This design comes from an exercise in tuning for small area on the open sky130 flow, not from production work. Function was checked by simulation only, so behaviour that the tests miss may differ from the original.

==> inputs of trial 52 <==
==> flow/design.v <==
`timescale 1ns / 1ns
module VendMachine(
    input wire clk, rst, btnU, btnL, btnR, btnD, btnC,
    input wire [3:1] sw,
    output reg [3:0] an,
    output reg [0:7] seg,
    output wire [15:0] led
    );
    localparam IDLE = 2'd0, COIN = 2'd1, VEND = 2'd2, REFUND = 2'd3;
    reg [6:0] c;
    always @(posedge clk)
        if (rst || c == 7'd99) c <= 0;
        else c <= c + 1'b1;
    wire tick1 = (c == 7'd0);
    wire tick2 = (c == 7'd0) || (c == 7'd50);
    reg [1:0] mod4;
    always @(posedge clk)
        if (rst) mod4 <= 0;
        else if (c[1:0] == 2'd1) mod4 <= mod4 + 1'b1;
    reg [3:0] b1;
    reg [2:0] e1, ev;
    wire [3:0] btn = {btnD, btnR, btnL, btnC};
    wire [3:0] rise = btn & ~b1;
    always @(posedge clk)
        if (rst) begin
            b1 <= 0; e1 <= 0; ev <= 0;
        end else begin
            b1 <= btn;
            e1 <= {rise[0], rise[1] ? 2'd1 : rise[2] ? 2'd2 : rise[3] ? 2'd3 : 2'd0};
            ev <= e1;
        end
    reg [1:0] st;
    reg k;               
    reg [3:0] timer;
    reg [4:0] r;         
    reg [4:0] M;         
    reg [1:0] P;         
    reg [2:0] swr;
    reg p;               
    wire [4:0] inc = (P == 2'd1) ? 5'd2 : (P == 2'd2) ? 5'd5 : (P == 2'd3) ? 5'd10 : 5'd0;
    wire [4:0] price = swr[0] ? 5'd3 : swr[1] ? 5'd7 : 5'd11;
    wire vend_end = (st == VEND) && tick1 && (r == 5'd1);
    wire [4:0] money = M + (vend_end ? -price : inc);
    wire ge3 = money[4] | money[3] | money[2] | (money[1] & money[0]);
    wire ge7 = money[4] | money[3] | (money[2] & money[1] & money[0]);
    wire ge11 = money[4] | (money[3] & (money[2] | (money[1] & money[0])));
    wire reached = swr[0] ? ge3 : swr[1] ? ge7 : ge11;
    wire t10 = timer[3] & timer[1];                  
    wire tlt2 = ~|timer[3:1];
    wire t2 = (timer == 4'd2);
    wire swany = |sw;
    reg [1:0] st_n;
    reg [3:0] timer_n;
    reg [4:0] r_n, M_n;
    reg [1:0] P_n;
    reg p_n;
    always @(*) begin
        st_n = st; timer_n = timer; r_n = 5'd21; M_n = money; P_n = 0; p_n = p;
        case (st)
            IDLE: begin
                M_n = 0;
                p_n = p ^ (tick2 | swany);
                if (swany) st_n = COIN;
            end
            COIN: begin
                p_n = ~p;
                if (reached) begin
                    st_n = VEND; timer_n = 0;
                end else if (ev[2]) begin
                    st_n = REFUND; timer_n = 0;
                end else if (ev[1:0] != 0) begin
                    P_n = ev[1:0]; timer_n = 0;
                end
                if (tick1 && !t10) timer_n = timer + 1'b1;
                if (t10) begin
                    st_n = REFUND; timer_n = 0;
                end
            end
            VEND: begin
                r_n = tick1 ? r - 1'b1 : r;
                if (vend_end) st_n = REFUND;
            end
            REFUND: begin
                r_n = r;
                p_n = 0;
                if (tick1 && tlt2) timer_n = timer + 1'b1;
                if (t2 && !swany) st_n = IDLE;
            end
        endcase
    end
    always @(posedge clk)
        if (rst) begin
            st <= IDLE; k <= 0; timer <= 0; r <= 5'd21; M <= 0; P <= 0; p <= 0;
        end else begin
            st <= st_n; k <= (st_n != st); timer <= timer_n; r <= r_n; M <= M_n; P <= P_n; p <= p_n;
        end
    always @(posedge clk) if (st == IDLE) swr <= sw;
    wire L = (st == COIN) || (st == VEND && k) || (st == REFUND && r != 0);
    wire full = (st == IDLE) || (st == COIN && k);
    wire [2:0] base = {3{p}} & (full ? 3'b111 : swr);
    wire vr = (st == VEND) || (st == REFUND);
    wire bl = (r == 5'd21) ? p : (r == 5'd19);
    wire [2:0] sel = swr[0] ? 3'b001 : swr[1] ? 3'b010 : 3'b100;
    wire [2:0] sv = {3{vr}} & sel;
    wire [2:0] l3 = (sv & {3{bl}}) | (~sv & base);
    assign led = {{12{L}}, l3, L};
    reg dash, cnt, usr;
    always @(*) begin
        dash = 0; cnt = 0; usr = 0;
        case (st)
            IDLE:   begin dash = k; cnt = ~k; end
            COIN:   cnt = k;
            VEND:   begin cnt = (r != 5'd21); usr = cnt; end
            REFUND: if (k && r == 0) begin cnt = 1; usr = 1; end
                    else dash = ~k;
        endcase
    end
    wire [4:0] v = usr ? r : M;
    reg [1:0] tens;
    reg [3:0] ones;
    always @(*) begin
        case (v)
            5'd10: {tens, ones} = cnt ? {2'd0, 4'd1} : {2'd1, 4'd0};
            5'd11: {tens, ones} = {2'd1, 4'd1};
            5'd12: {tens, ones} = {2'd1, 4'd2};
            5'd13: {tens, ones} = {2'd1, 4'd3};
            5'd14: {tens, ones} = {2'd1, 4'd4};
            5'd15: {tens, ones} = {2'd1, 4'd5};
            5'd16: {tens, ones} = {2'd1, 4'd6};
            5'd17: {tens, ones} = {2'd1, 4'd7};
            5'd18: {tens, ones} = {2'd1, 4'd8};
            5'd19: {tens, ones} = {2'd1, 4'd9};
            5'd20: {tens, ones} = {2'd2, 4'd0};
            default: {tens, ones} = {2'd0, v[3:0]};
        endcase
    end
    reg [3:0] dig;
    always @(*) begin
        case (mod4)
            2'd3: begin an = 4'b0111; dig = dash ? 4'hA : 4'hF; end
            2'd2: begin an = 4'b1011; dig = (tens == 0 && !cnt) ? 4'hF : {2'b00, tens}; end
            2'd1: begin an = 4'b1101; dig = ones; end
            default: begin an = 4'b1110; dig = 4'h0; end
        endcase
        case (dig)
            4'd0: seg = 8'b0000_0011;
            4'd1: seg = 8'b1001_1111;
            4'd2: seg = 8'b0010_0101;
            4'd3: seg = 8'b0000_1101;
            4'd4: seg = 8'b1001_1001;
            4'd5: seg = 8'b0100_1001;
            4'd6: seg = 8'b0100_0001;
            4'd7: seg = 8'b0001_1111;
            4'd8: seg = 8'b0000_0001;
            4'd9: seg = 8'b0000_1001;
            4'hA: seg = 8'b1111_1101;
            default: seg = 8'b1111_1111;
        endcase
        if (mod4 == 2'd1) seg[7] = 1'b0;
    end
endmodule
==> flow/flow/run.sh <==
#!/bin/bash
# Standard ORFS layout (the standard.sh) with:
#  - synthesis: the standard flow's script, ABC area mapping with flow/area.script,
#    no adder-cell extraction;
#  - yosys/abc buffers removed at floorplan;
#  - port buffers of the smallest buffer cell.
set -euo pipefail
W=$(pwd)
export FLOW_SYNTH_TCL=$W/synth_recipe.tcl
export MY_ABC=$W/flow/area.script
bash standard.sh finish SYNTH_SCRIPT=$W/flow/synth_wrap.tcl ADDER_MAP_FILE= REMOVE_ABC_BUFFERS=1 \
  'BUFFER_PORTS_ARGS=-buffer_cell sky130_fd_sc_hd__buf_1' > make_finish.log 2>&1
==> flow/flow/area.script <==
strash
dch -f
amap
mfs2 -a -e -L 50 -W 6 -M 1000
strash
dch -f
amap
mfs2 -a -e -L 50 -W 6 -M 1000
strash
dch -f
amap
mfs2 -a -e -L 50 -W 6 -M 1000
strash
dch -f
amap
mfs2 -a -e -L 50 -W 6 -M 1000
strash
dch -f
amap
mfs2 -a -e -L 50 -W 6 -M 1000
strash
dch -f
amap
topo
dnsize -c
==> flow/flow/synth_wrap.tcl <==
# Runs the standard flow's synthesis script unchanged, except that the ABC area script
# used for technology mapping is replaced by flow/area.script (several rounds
# of choice-based area mapping with don't-care resubstitution). Only the
# combinational mapping changes; registers come out as in the standard run.
proc abc {args} {
  set i [lsearch -exact $args -script]
  if {$i >= 0 && [string match *abc_area* [lindex $args [expr {$i + 1}]]]} {
    lset args [expr {$i + 1}] $::env(MY_ABC)
  }
  yosys abc {*}$args
}
source $::env(FLOW_SYNTH_TCL)
==> flow/standard.sh <==
#!/bin/bash
# synth_recipe.tcl (not shown) runs the flow's synth.tcl, then flattens the netlist and writes it again
# the make line also repeats each setting of config.mk as NAME=value (left out here)
make -C /OpenROAD-flow-scripts/flow DESIGN_CONFIG=/design/flow/config.mk WORK_HOME=/design/flow/orfs CLKGATE_MAP_FILE= SYNTH_SCRIPT=/design/flow/synth_recipe.tcl "${@:-finish}"
==> flow/config.mk <==
export PLATFORM = sky130hd
export DESIGN_NAME = VendMachine
export DESIGN_NICKNAME = VendMachine
export VERILOG_FILES = /design/flow/design.v
export SDC_FILE = /design/flow/constraint.sdc
export NUM_CORES = 4
export LEC_CHECK = 0
export ABC_AREA = 1
export CAP_MARGIN = 20
export CORE_MARGIN = 2
export CORE_UTILIZATION = 40
export CTS_BUF_LIST = sky130_fd_sc_hd__clkbuf_2 sky130_fd_sc_hd__clkbuf_4 sky130_fd_sc_hd__clkbuf_8
export SLEW_MARGIN = 20
==> flow/constraint.sdc <==
create_clock -name core_clock -period 20.0 [get_ports {clk}]
set_input_delay 4.0000 -clock core_clock [delete_from_list [all_inputs] [get_ports {clk}]]
set_output_delay 4.0000 -clock core_clock [all_outputs]
set_load 0.01 [all_outputs]
==> build 23 (differences from trial 52) <==
==> flow/flow/run.sh (replaced) <==
#!/bin/bash
# Standard ORFS layout; port buffers use the smallest buffer cell.
set -euo pipefail
bash standard.sh finish 'BUFFER_PORTS_ARGS=-buffer_cell sky130_fd_sc_hd__buf_1' > make_finish.log 2>&1
--- a/flow/config.mk
+++ b/flow/config.mk
@@ -7,3 +7,2 @@
 export LEC_CHECK = 0
-export ABC_AREA = 1
 export CAP_MARGIN = 20
@@ -11,3 +10,2 @@
 export CORE_UTILIZATION = 40
-export CTS_BUF_LIST = sky130_fd_sc_hd__clkbuf_2 sky130_fd_sc_hd__clkbuf_4 sky130_fd_sc_hd__clkbuf_8
 export SLEW_MARGIN = 20
removed: flow/flow/area.script
removed: flow/flow/synth_wrap.tcl
==> build 29 (differences from trial 52) <==
==> flow/run.sh (new file) <==
#!/bin/bash
# synth_recipe.tcl (not shown) runs the flow's synth.tcl, then flattens the netlist and writes it again
# the make line also repeats each setting of config.mk as NAME=value (left out here)
make -C /OpenROAD-flow-scripts/flow DESIGN_CONFIG=/design/flow/config.mk WORK_HOME=/design/flow/orfs CLKGATE_MAP_FILE= SYNTH_SCRIPT=/design/flow/synth_recipe.tcl finish
--- a/flow/config.mk
+++ b/flow/config.mk
@@ -11,3 +11,2 @@
 export CORE_UTILIZATION = 40
-export CTS_BUF_LIST = sky130_fd_sc_hd__clkbuf_2 sky130_fd_sc_hd__clkbuf_4 sky130_fd_sc_hd__clkbuf_8
 export SLEW_MARGIN = 20
removed: flow/flow/run.sh
removed: flow/flow/area.script
removed: flow/flow/synth_wrap.tcl
removed: flow/standard.sh
==> build 39 (differences from trial 52) <==
--- a/flow/design.v
+++ b/flow/design.v
@@ -8,3 +8,3 @@
     );
-    localparam IDLE = 2'd0, COIN = 2'd1, VEND = 2'd2, REFUND = 2'd3;
+    localparam IDLE = 2'd2, COIN = 2'd3, VEND = 2'd0, REFUND = 2'd1;
     reg [6:0] c;
==> flow/flow/run.sh (replaced) <==
#!/bin/bash
# Standard ORFS layout (the standard.sh) with:
#  - synthesis: the standard flow's script, with ABC area mapping done by flow/area.script
#    (rounds of choice-based area mapping and don't-care optimisation), and
#    no adder-cell extraction; if ABC fails on that script, the synthesis is
#    rerun with flow/area_fallback.script;
#  - yosys/abc buffers removed at floorplan;
#  - port buffers of the smallest buffer cell;
#  - clock tree synthesis as standard, without dummy balancing loads.
# Each step's full output goes to a log file in this folder.
set -euo pipefail
W=$(pwd)
export FLOW_SYNTH_TCL=$W/synth_recipe.tcl
KNOBS=(SYNTH_SCRIPT=$W/flow/synth_wrap.tcl ADDER_MAP_FILE= REMOVE_ABC_BUFFERS=1
       'BUFFER_PORTS_ARGS=-buffer_cell sky130_fd_sc_hd__buf_1'
       'CTS_ARGS=-sink_clustering_enable -repair_clock_nets -dont_use_dummy_load')
export MY_ABC=$W/flow/area.script
if ! bash standard.sh synth "${KNOBS[@]}" > make_synth.log 2>&1; then
  rm -rf orfs
  export MY_ABC=$W/flow/area_fallback.script
  bash standard.sh synth "${KNOBS[@]}" > make_synth_fallback.log 2>&1
fi
bash standard.sh finish "${KNOBS[@]}" > make_finish.log 2>&1
==> flow/flow/area.script (replaced) <==
bogus_command
==> flow/flow/area_fallback.script (new file) <==
strash
dch -f
amap
mfs2 -e -L 20 -W 4
strash
dch -f
amap
mfs2 -e -L 20 -W 4
strash
dch -f
amap
mfs2 -e -L 20 -W 4
strash
dch -f
amap
mfs2 -e -L 20 -W 4
strash
dch -f
amap
mfs2 -e -L 20 -W 4
strash
dch -f
amap
topo
dnsize -c
--- a/flow/config.mk
+++ b/flow/config.mk
@@ -11,3 +11,2 @@
 export CORE_UTILIZATION = 40
-export CTS_BUF_LIST = sky130_fd_sc_hd__clkbuf_2 sky130_fd_sc_hd__clkbuf_4 sky130_fd_sc_hd__clkbuf_8
 export SLEW_MARGIN = 20
==> out/qor.csv <==
metric,value,unit
status,finished clean,
final period utilization,39.27,%
CP max stage cell,dfxtp_1,
Clock transition at path regs,0.08,ns
"count leader, synth",dfxtp_1,
CP Max Fanout,12,
met3 Use GR,2.685,%
Post-Route M1 WL,3199,µm
Fill cells,816,
# the run above: build 23

==> out/qor.csv <==
metric,value,unit
Hold Path Stages,1,
Crit Path Category,reg -> out,
gp weighted congestion,0.8472,
Initial DRC Count,104,
Core ar.,0.007687,mm²
"count leader, synth",nand2_1,
status,finished clean,
syn_area_per_cell,6.988,µm²
Clock transition at path regs,0.08,ns
met3 Use GR,2.685,%
CP max stage cell,clkdlybuf4s50_1,
CP Max Fanout,10,
Fill cells,823,
worst hold start,b1[0],
# the run above: build 29

==> out/qor.csv <==
metric,value,unit
status,finished clean,
Yosys reg bits,42,
P_sw,0.00004794,W
syn_area_per_cell,7.043,µm²
CP Max Fanout,6,
Fin. Hold Viols,0,
met3 Use GR,2.907,%
final period utilization,41.12,%
Fill cells,545,
worst reg2reg path depth,24,
Max Cap Violations,0,
Final Non-Filler Cells,410,
Clock transition at path regs,0.09,ns
Synth top area share,35.76,%
cell class ranked first by area,multi-input gates,
R2R Setup Slk,15.02,ns
"count leader, synth",nor2_1,
"Remaining Overflow, GRT",0,
worst hold-check path type,reg -> reg,
# the run above: trial 52

==> out/qor.csv <==
metric,value,unit
status,finished clean,
final period utilization,43.20,%
CP max stage cell,a21oi_1,
cell taking the most area after synthesis,dfxtp_1,
Non-clk invs,41,
Yosys reg bits,42,
met3 Use GR,3.488,%
CP Max Fanout,6,
Clock transition at path regs,0.08,ns
DP Wirelength,3468,µm
Fill cells,526,
fin. max-slew vios,0,
Post-synth top flop,dfxtp_1,
Post-Route M1 WL,2244,µm
# the run above: build 39

[separate check: timing with driven ports]
The results above use ideal ports. As a check the final layouts listed here were re-extracted and re-timed, cells and wires unchanged. Step 1: set_driving_cell puts a clkbuf_16 on clk and a buf_2 on each other input, an assumption about the parent block. Step 2 adds t to the input delays and takes it off the output delays; t is the mean of the earliest and latest rising clock arrival at the registers after step 1. Input paths then give back, and output paths get back, about the clock's delay inside the block. Three values: ideal ports, drivers, drivers and shift; two values: the first two.
run	shift t [ns]	setup WS [ns]	worst register clock-pin slew, ns
trial 52	0.320	11.777 / 11.753 / 12.072	0.09 / 0.09
build 23	0.317	12.147 / 12.120 / 12.437	0.08 / 0.08
build 29	0.315	12.285 / 12.257 / 12.572	0.09 / 0.09
build 39	0.310	11.359 / 11.330 / 11.640	0.08 / 0.08
After both steps every run listed still meets setup and hold.
